This is an optimization exercise on Yosys and OpenROAD, whose aim is small area, not a production implementation. In this exercise RTL edits were held to simulation tests only and were not proved equivalent to the original. Power figures rest on the tool's default switching activity, not on a simulated workload.

==> flow/design.v <==
module tiny_cache_vlog (
   input        clk,
   input  [7:0] cpu_address,
   input        cpu_rd,
   input        cpu_wr,
   input        reset,
   output       cpuwait,
   output [7:0] memory_address,
   output       memory_rd,
   output       memory_wr,
   input  [7:0] cpu_data_in,
   output [7:0] cpu_data_out,
   input  [7:0] memory_data_in,
   output [7:0] memory_data_out
);
reg st_write, st_miss, st_reset;
reg [7:0]  data_q [0:15];
reg [3:0]  tag_q  [0:15];
reg [15:0] valid;
wire [3:0] idx = cpu_address[3:0];
wire [15:0] sel;
wire [3:0] lo_n, hi_n;    
assign memory_address  = cpu_address;
assign memory_data_out = cpu_data_in;
assign memory_rd       = st_miss;
assign memory_wr       = st_write;
wire st_hit = ~(st_write | st_miss | st_reset);
wire fill   = ~reset & (st_write | st_miss);
wire clear  = ~reset & st_reset;
wire [7:0] fill_data = st_miss ? memory_data_in : cpu_data_in;
reg [7:0] rd_data;
reg [3:0] rd_tag;
reg       rd_valid;
integer k;
always @(*) begin
   rd_data  = 8'd0;
   rd_tag   = 4'd0;
   rd_valid = 1'b0;
   for (k = 0; k < 16; k = k + 1) begin
      rd_data  = rd_data  | ({8{sel[k]}} & data_q[k]);
      rd_tag   = rd_tag   | ({4{sel[k]}} & tag_q[k]);
      rd_valid = rd_valid | (sel[k] & valid[k]);
   end
end
assign cpu_data_out = rd_data;
assign cpuwait = cpu_rd & (~rd_valid | (rd_tag != cpu_address[7:4]));
always @(posedge clk) begin
   st_reset <= reset;
   st_miss  <= ~reset & st_hit & cpuwait;
   st_write <= ~reset & st_hit & ~cpuwait & cpu_wr;
end
genvar i;
generate
   for (i = 0; i < 4; i = i + 1) begin : g_predec
      assign lo_n[i] = (idx[1:0] != i);
      assign hi_n[i] = (idx[3:2] != i);
   end
   for (i = 0; i < 16; i = i + 1) begin : g_line
      wire we;
      tiny_cache_nor2 u_sel (.a(lo_n[i % 4]), .b(hi_n[i / 4]), .y(sel[i]));
      tiny_cache_and2 u_we  (.a(sel[i]), .b(fill), .y(we));
      always @(posedge clk) begin
         if (we) begin
            data_q[i] <= fill_data;
            tag_q[i]  <= cpu_address[7:4];
         end
         valid[i] <= ~clear & (valid[i] | we);
      end
   end
endgenerate
endmodule
module tiny_cache_nor2 (
   input  a,
   input  b,
   output y
);
assign y = ~(a | b);
endmodule
module tiny_cache_and2 (
   input  a,
   input  b,
   output y
);
assign y = a & b;
endmodule
clock: 6.0 ns
lec_check: 0
cap_margin: 0
core_margin: 2
core_utilization: 65
gpl_timing_driven: 0
place_density: 0.75
slew_margin: 0
standard.sh (not shown) runs the stock make flow with config.mk's settings and CLKGATE_MAP_FILE= SYNTH_SCRIPT=/design/flow/synth_recipe.tcl, a recipe that flattens the netlist after the stock synthesis.
==> flow/flow/run.sh <==
#!/bin/bash
# Own layout flow: the standard flow (standard.sh) with
#  - an area-oriented ABC script for the combinational logic, with the
#    line select and write-enable gates (modules tiny_cache_nor2 and
#    tiny_cache_and2) mapped on their own,
#  - buf_1 cells as the port buffers,
#  - gate resizing not limited to same-footprint cells,
#  - placement that is not timing-driven, with synthesis buffers removed first,
#  - clock tree synthesis without dummy loads, with clkbuf_4 buffers and clusters of at most 10 sinks.
# Each tool's full output stays in orfs/logs; make's own output goes to
# flow_make.log in the work folder.
set -euo pipefail
W=$(pwd)
export OWN_WORK=$W
export OWN_ABC_SCRIPT=$W/flow/abc_area.script
bash standard.sh \
  SYNTH_SCRIPT=$W/flow/synth.tcl \
  MATCH_CELL_FOOTPRINT=0 \
  "SYNTH_KEEP_MODULES=tiny_cache_nor2 tiny_cache_and2" \
  PRE_GLOBAL_PLACE_TCL=$W/flow/pre_gpl.tcl \
  "BUFFER_PORTS_ARGS=-buffer_cell sky130_fd_sc_hd__buf_1" \
  "CTS_ARGS=-sink_clustering_enable -repair_clock_nets -dont_use_dummy_load -sink_clustering_size 10 -sink_clustering_max_diameter 40 -sink_clustering_buffer sky130_fd_sc_hd__clkbuf_4 -buf_list {sky130_fd_sc_hd__clkbuf_4}" \
  finish > $W/flow_make.log 2>&1
==> flow/flow/abc_area.script <==
strash
dc2
&get -n
&dch -f
&nf -R 1000
&put
==> flow/flow/pre_gpl.tcl <==
# Before global placement: take out the buffers synthesis put on the
# port-to-port feedthroughs (timing-driven placement, which would do this,
# is off); buffer_ports then buffers every port as usual.
remove_buffers
==> flow/flow/synth.tcl <==
# The standard synthesis (synth_recipe.tcl in the work folder), with one
# change: the combinational mapping uses an area-recovering ABC script.
# Registers are mapped before this step, so their names and cells are the
# standard synthesis's.
proc abc {args} {
  set i [lsearch -exact $args -script]
  if {$i >= 0} { lset args [expr {$i + 1}] $::env(OWN_ABC_SCRIPT) }
  yosys abc {*}$args
}
source $::env(OWN_WORK)/synth_recipe.tcl
The baseline finished clean.
==> next run, changes <==
Settings changed: CAP_MARGIN 0 to 10, SLEW_MARGIN 0 to 10.
Result: The new run passed the timing, DRC and antenna checks; via count is unchanged; synthesized cell count stays the same; total power hardly moves.


// tiny_cache_vlog: RTL as listed in full above, without the edits since
clock: 6.0 ns
lec_check: 0
cap_margin: 0
core_margin: 2
core_utilization: 70
gpl_timing_driven: 0
place_density: 0.8
slew_margin: 0
Scripts as last shown in full above: flow/flow/run.sh, flow/flow/abc_area.script, flow/flow/pre_gpl.tcl, flow/flow/synth.tcl
Rerun with:
==> flow/flow/abc_area.script (replaced) <==
&get -n
&st
&dch
&nf -R 1000
&put
- CAP_MARGIN: 0 -> 15
- CORE_UTILIZATION: 70 -> 75
- PLACE_DENSITY: 0.8 -> 0.85
- SLEW_MARGIN: 0 -> 15
After rerunning: Global-route usage goes down by 1.6 points. Total power is about the same. Synthesized area goes up slightly. Critical path depth goes up by 5.
Rerun with:
- CAP_MARGIN: 15 -> 0
- CORE_UTILIZATION: 75 -> 65
- PLACE_DENSITY: 0.85 -> 0.75
- SLEW_MARGIN: 15 -> 0
Result:
- synthesized cell count is unchanged
- routed wire length fell by 2.4%
- clock power rose by about 3%
- critical path depth rose by 1
- design area fell by 0.76%
- worst setup slack improves by 0.086 ns
- non-clock buffer count fell by 4
- final cell count rose by 0.93%
- core utilization fell by 13 points
- register-to-register slack improves by 0.07 ns

## what the ideal ports hide
The results above use ideal ports. As a check the final layouts listed here were re-extracted and re-timed, cells and wires unchanged.
Step 1 (the two cells are an assumption about what drives the block):
set clk [get_ports {clk}]
set_driving_cell -lib_cell sky130_fd_sc_hd__clkbuf_16 $clk
set_driving_cell -lib_cell sky130_fd_sc_hd__buf_2 [delete_from_list [all_inputs] $clk]
Step 2 times the ports against the registers' clock, not the clock port: input delays grow and output delays shrink by t, the midpoint of the rising clock arrivals with the driver on.
Three values: ideal, step 1, step 2; two values: the first two.
| run | t (ns) | slack for setup (ns) | worst setup path at the end | worst data-port slew with drivers (ns) | cell pins on the clock port's net |
|---|---|---|---|---|---|
| the first run of note 1 | 0.637 | 0.207 / 0.186 / 0.186 | input to output | 0.03 | 1 |
| the second run of note 1 | 0.614 | 0.341 / 0.318 / 0.318 | input to output | 0.03 | 1 |
| the first run of note 2 | 0.611 | 0.366 / 0.343 / 0.343 | input to output | 0.03 | 1 |
| the second run of note 2 | 0.603 | 0.207 / 0.182 / 0.182 | input to output | 0.05 | 1 |
| the third run of note 2 | 0.613 | 0.293 / 0.271 / 0.271 | input to output | 0.03 | 1 |
After both steps every run listed still meets setup and hold. The setup slack of the second run of note 2, which loses most, moves by -0.025 ns with the drivers and by -0.025 ns with both steps.
